Background: an optimization exercise with open tools, aiming at small area, a short achievable clock period and few clock cycles. Do not read the settings as production practice. The RTL was checked by simulation tests, not by an equivalence proof against the original design.

Setup of rev 12:
Design alu_top, start of the top module:
module alu_top (
    input  wire        clk,
    input  wire        rst,
    input  wire        in_valid,
    output wire        in_ready,
    input  wire [31:0] a,
    input  wire [31:0] b,
    input  wire [4:0]  op,
    input  wire        signed_op,
    output reg         out_valid,
    output reg  [31:0] y,
    output reg         zero,
    output reg         carry,
    output reg         overflow,
    output reg         negative,
    output reg         parity
);
Size: about 3200 cells after synthesis, ~190 flip-flops, ~110 I/O pins.
==> flow/config.mk <==
export PLATFORM = sky130hd
export DESIGN_NAME = alu_top
export DESIGN_NICKNAME = alu_top
export VERILOG_FILES = /design/flow/design.v
export SDC_FILE = /design/flow/constraint.sdc
export NUM_CORES = 4
export LEC_CHECK = 0
export ABC_AREA = 1
export CAP_MARGIN = 20
export CORE_MARGIN = 2
export CORE_UTILIZATION = 55
export PLACE_DENSITY = 0.7
export SLEW_MARGIN = 20
==> flow/constraint.sdc <==
create_clock -name core_clock -period 100.0 [get_ports {clk}]
set_input_delay 20.0000 -clock core_clock [delete_from_list [all_inputs] [get_ports {clk}]]
set_output_delay 20.0000 -clock core_clock [all_outputs]
set_load 0.01 [all_outputs]
standard.sh (not shown) runs the stock make flow with config.mk's settings and CLKGATE_MAP_FILE= SYNTH_SCRIPT=/design/flow/synth_recipe.tcl, a recipe that flattens the netlist after the stock synthesis.
==> flow/flow/run.sh <==
#!/bin/bash
# The standard layout (standard.sh), with the port buffers that
# buffer_ports inserts made sky130_fd_sc_hd__buf_1 instead of its default
# pick. Each ORFS step keeps its own log under orfs/logs; the make output
# goes to standard.log.
set -euo pipefail
bash standard.sh BUFFER_PORTS_ARGS="-buffer_cell sky130_fd_sc_hd__buf_1" finish > standard.log 2>&1
Testbench counts of rev 12, summed over its fixed seeds: cycles 20,987.
Input changes introduced in rev 13 (baseline for comparison: rev 12):
diff --git a/flow/design.v b/flow/design.v
--- a/flow/design.v
+++ b/flow/design.v
@@ -76,51 +76,31 @@
     reg  [2:0]  cnt;                
     reg  [33:0] S, C;
     reg         cb, mb, vb;
     assign in_ready = rdy;
     wire is_mul = (op_r == OP_MUL);
     wire is_div = (op_r == OP_DIV);
     wire dfirst = first & is_div;
-    wire        bz  = ~|b_r;
-    wire        dv  = is_div & ~bz;
-    wire        z16 = dv & ~|b_r[31:16];
-    wire [31:0] b1  = z16 ? {b_r[15:0], 16'd0} : b_r;
-    wire        z8  = dv & ~|b1[31:24];
-    wire [31:0] b2  = z8 ? {b1[23:0], 8'd0} : b1;
-    wire        z4  = dv & ~|b2[31:28];
-    wire [31:0] b3  = z4 ? {b2[27:0], 4'd0} : b2;
-    wire        z2  = dv & ~|b3[31:30];
-    wire [31:0] b4  = z2 ? {b3[29:0], 2'd0} : b3;
-    wire        z1  = dv & ~b4[31];
-    wire [31:0] Y   = z1 ? {b4[30:0], 1'b0} : b4;
-    wire [4:0]  lz  = {z16, z8, z4, z2, z1};
+    reg  [4:0] lz;
     integer i;
+    always @(*) begin
+        lz = 5'd0;
+        for (i = 0; i < 32; i = i + 1)
+            if (b_r[i]) lz = 5'd31 - i[4:0];
+    end
+    wire        bz = (b_r == 32'd0);
+    wire [31:0] Y  = b_r << (lz & {5{is_div}});    
     wire [LKD-1:0] kidle = dfirst ? ~lz[LKD-1:0] : {LKD{1'b0}};
     reg  [KD-1:0]  din;                             
     always @(*) begin
         for (i = 0; i < KD; i = i + 1)
             din[i] = dfirst & (i <= kidle) & a_r[(kidle - i) & (KD - 1)];
     end
-    wire       shl = (op_r == 5'd6) | (op_r == 5'd8);
-    wire       shr = (op_r == 5'd7) | (op_r == 5'd9);
-    wire       rot = op_r[3];
-    reg [31:0] x;
-    always @(*) begin
-        if (dfirst)
-            case (kidle)
-                2'd0: x = {1'b0, a_r[31:1]};
-                2'd1: x = {2'b0, a_r[31:2]};
-                2'd2: x = {3'b0, a_r[31:3]};
-                default: x = {4'b0, a_r[31:4]};
-            endcase
-        else if (shl) x = {a_r[30:0], rot & a_r[31]};
-        else if (shr) x = {rot & a_r[0], a_r[31:1]};
-        else x = a_r;
-    end
-    wire [33:0] s0 = first ? (is_div ? {2'b00, x} : 34'd0) : S;
+    wire [31:0] a_sh = (a_r >> kidle) >> 1;
+    wire [33:0] s0 = first ? (is_div ? {2'b00, a_sh} : 34'd0) : S;
     wire [33:0] c0 = first ? 34'd0 : C;
     wire [3:0] bh = {a_r[31], a_r[29], a_r[27], a_r[25]};
     wire [3:0] bl = {a_r[30], a_r[28], a_r[26], a_r[24]};
     wire [3:0] bp = {a_r[29], a_r[27], a_r[25], a_r[23]};
     wire [3:0] mpos, mneg;
     generate
         genvar d;
@@ -155,28 +135,27 @@
                 .SO(sv[KD + g + 1]), .CO(cv[KD + g + 1])
             );
         end
     endgenerate
     wire [KD:0]   qv     = {1'b0, qpv} - {1'b0, qnv};
     wire [31-KD:0] qhi   = dfirst ? {(32-KD){1'b0}} : a_r[31-KD:0];
     wire [31:0]   qp_cat = {qhi - {{(31-KD){1'b0}}, qv[KD]}, qv[KD-1:0]};
-    reg  [1:0]  gp;
-    always @(*) begin
-        gp = {sv[KD][0] & cv[KD][0], sv[KD][0] | cv[KD][0]};
-        for (i = 1; i < 33; i = i + 1)
-            gp = {(sv[KD][i] & cv[KD][i]) | ((sv[KD][i] | cv[KD][i]) & gp[1]),
-                  (sv[KD][i] | cv[KD][i]) & gp[0]};
-    end
-    wire        wneg   = sv[KD][33] ^ cv[KD][33] ^ gp[1];
+    wire [33:0] wsum   = sv[KD] + cv[KD];
+    wire        wneg   = wsum[33];
     wire [2:0]  cnt_now = first ? (is_mul ? 3'd3 : lz[4:LKD]) : cnt;
     wire last = (cnt_now == 0);
     wire done = ~(is_mul | is_div) | last;
     wire cont = va & ~done;
     wire       is_as = (op_r[4:1] == 4'd0);
     wire       sub   = (op_r == 5'd1);
+    wire       shl   = (op_r == 5'd6) | (op_r == 5'd8);
+    wire       shr   = (op_r == 5'd7) | (op_r == 5'd9);
+    wire       rot   = op_r[3];
+    wire [31:0] x = shl ? {a_r[30:0], rot & a_r[31]} :
+                    shr ? {rot & a_r[0], a_r[31:1]} : a_r;
     reg  [3:0] tt;                  
     always @(*) begin
         case (op_r)
             5'd2:    tt = 4'b1000;   
             5'd3:    tt = 4'b1110;   
             5'd4:    tt = 4'b0110;   
             5'd5:    tt = 4'b0011;   
@@ -193,16 +172,16 @@
     end
     wire [33:0] c_op = is_as ? {sub, {s_r & b_r[31], b_r} ^ {33{sub}}} : 34'd0;
     reg  [33:0] s_d, c_d;
     reg         cb_d;
     always @(*) begin
         if (is_div & last) begin
             s_d  = {2'b00, qp_cat};
-            c_d  = {34{1'b1}};
-            cb_d = ~wneg;
+            c_d  = {34{wneg}};
+            cb_d = 1'b0;
         end else if (is_div) begin
             s_d  = sv[KD];
             c_d  = cv[KD];
             cb_d = 1'b0;
         end else if (is_mul) begin
             s_d  = sv[KD+2];
             c_d  = cv[KD+2];
==> comparison <==
A slowest stage cell on the critical path of sky130_fd_sc_hd__clkinv_1 is what rev 12 shows, while sky130_fd_sc_hd__dfxtp_1 belongs to rev 13.
Final critical-path required period: rev 12 and rev 13 compared, higher one is rev 12
Summary of rev 13 over rev 12: fraction of the mapped netlist area in adder cells fell 1.2 points, layout clock buffer count rose 1, data arrival time of the critical path fell 22.25 ns.
Of rev 12 and rev 13, rev 13 shows the lower share of the cycle needed by the critical path after routing, with rev 12 above it.
Rev 13 and rev 12 ended up with roughly the same fraction of standard cell area that is sequential.
Count of instances resized after the clock tree is built of rev 13 is on par with rev 12.
Between rev 13 and rev 12, it is rev 13 whose filler cell count is higher, by 138.
Diff rev 12 -> rev 13: global-route wire length before repair now sits higher, count of non-CTS buffers in the layout now larger, design area rose by about 0.3%.
Diff rev 12..rev 13 | sequential share of the synthesized area | negligible
The data required time of the critical path reported for rev 13 is smaller than that of rev 12 by 20.38 ns.
Testbench counts of rev 13, summed over its fixed seeds: cycles 20,987.

[afterwards: timing with drivers on the ports]
The flow's constraints put no driver on any port. The routed layouts listed below were extracted and timed again, unchanged, in two steps.
Step 1: set_driving_cell puts a clkbuf_16 on clk and a buf_2 on each other input, an assumption about the parent block.
Step 2 also shifts input and output timing later by t, the mid clock arrival at the registers, as if the neighbouring blocks saw the same clock.
a / b / c = no drivers / after step 1 / after step 2; a / b = the first two.
run	shift t [ns]	slack for setup (ns)	clock arrival spread, ns	slew at the worst register clock pin (ns)
rev 12	0.574	77.109 / 77.109 / 77.109	0.027 / 0.028	0.10 / 0.10
rev 13	0.569	78.977 / 78.915 / 78.834	0.020 / 0.020	0.09 / 0.09
After both steps every run listed still meets setup and hold. For rev 13, which loses most, drivers alone change the setup slack by -0.062 ns; drivers and shift together by -0.143 ns.
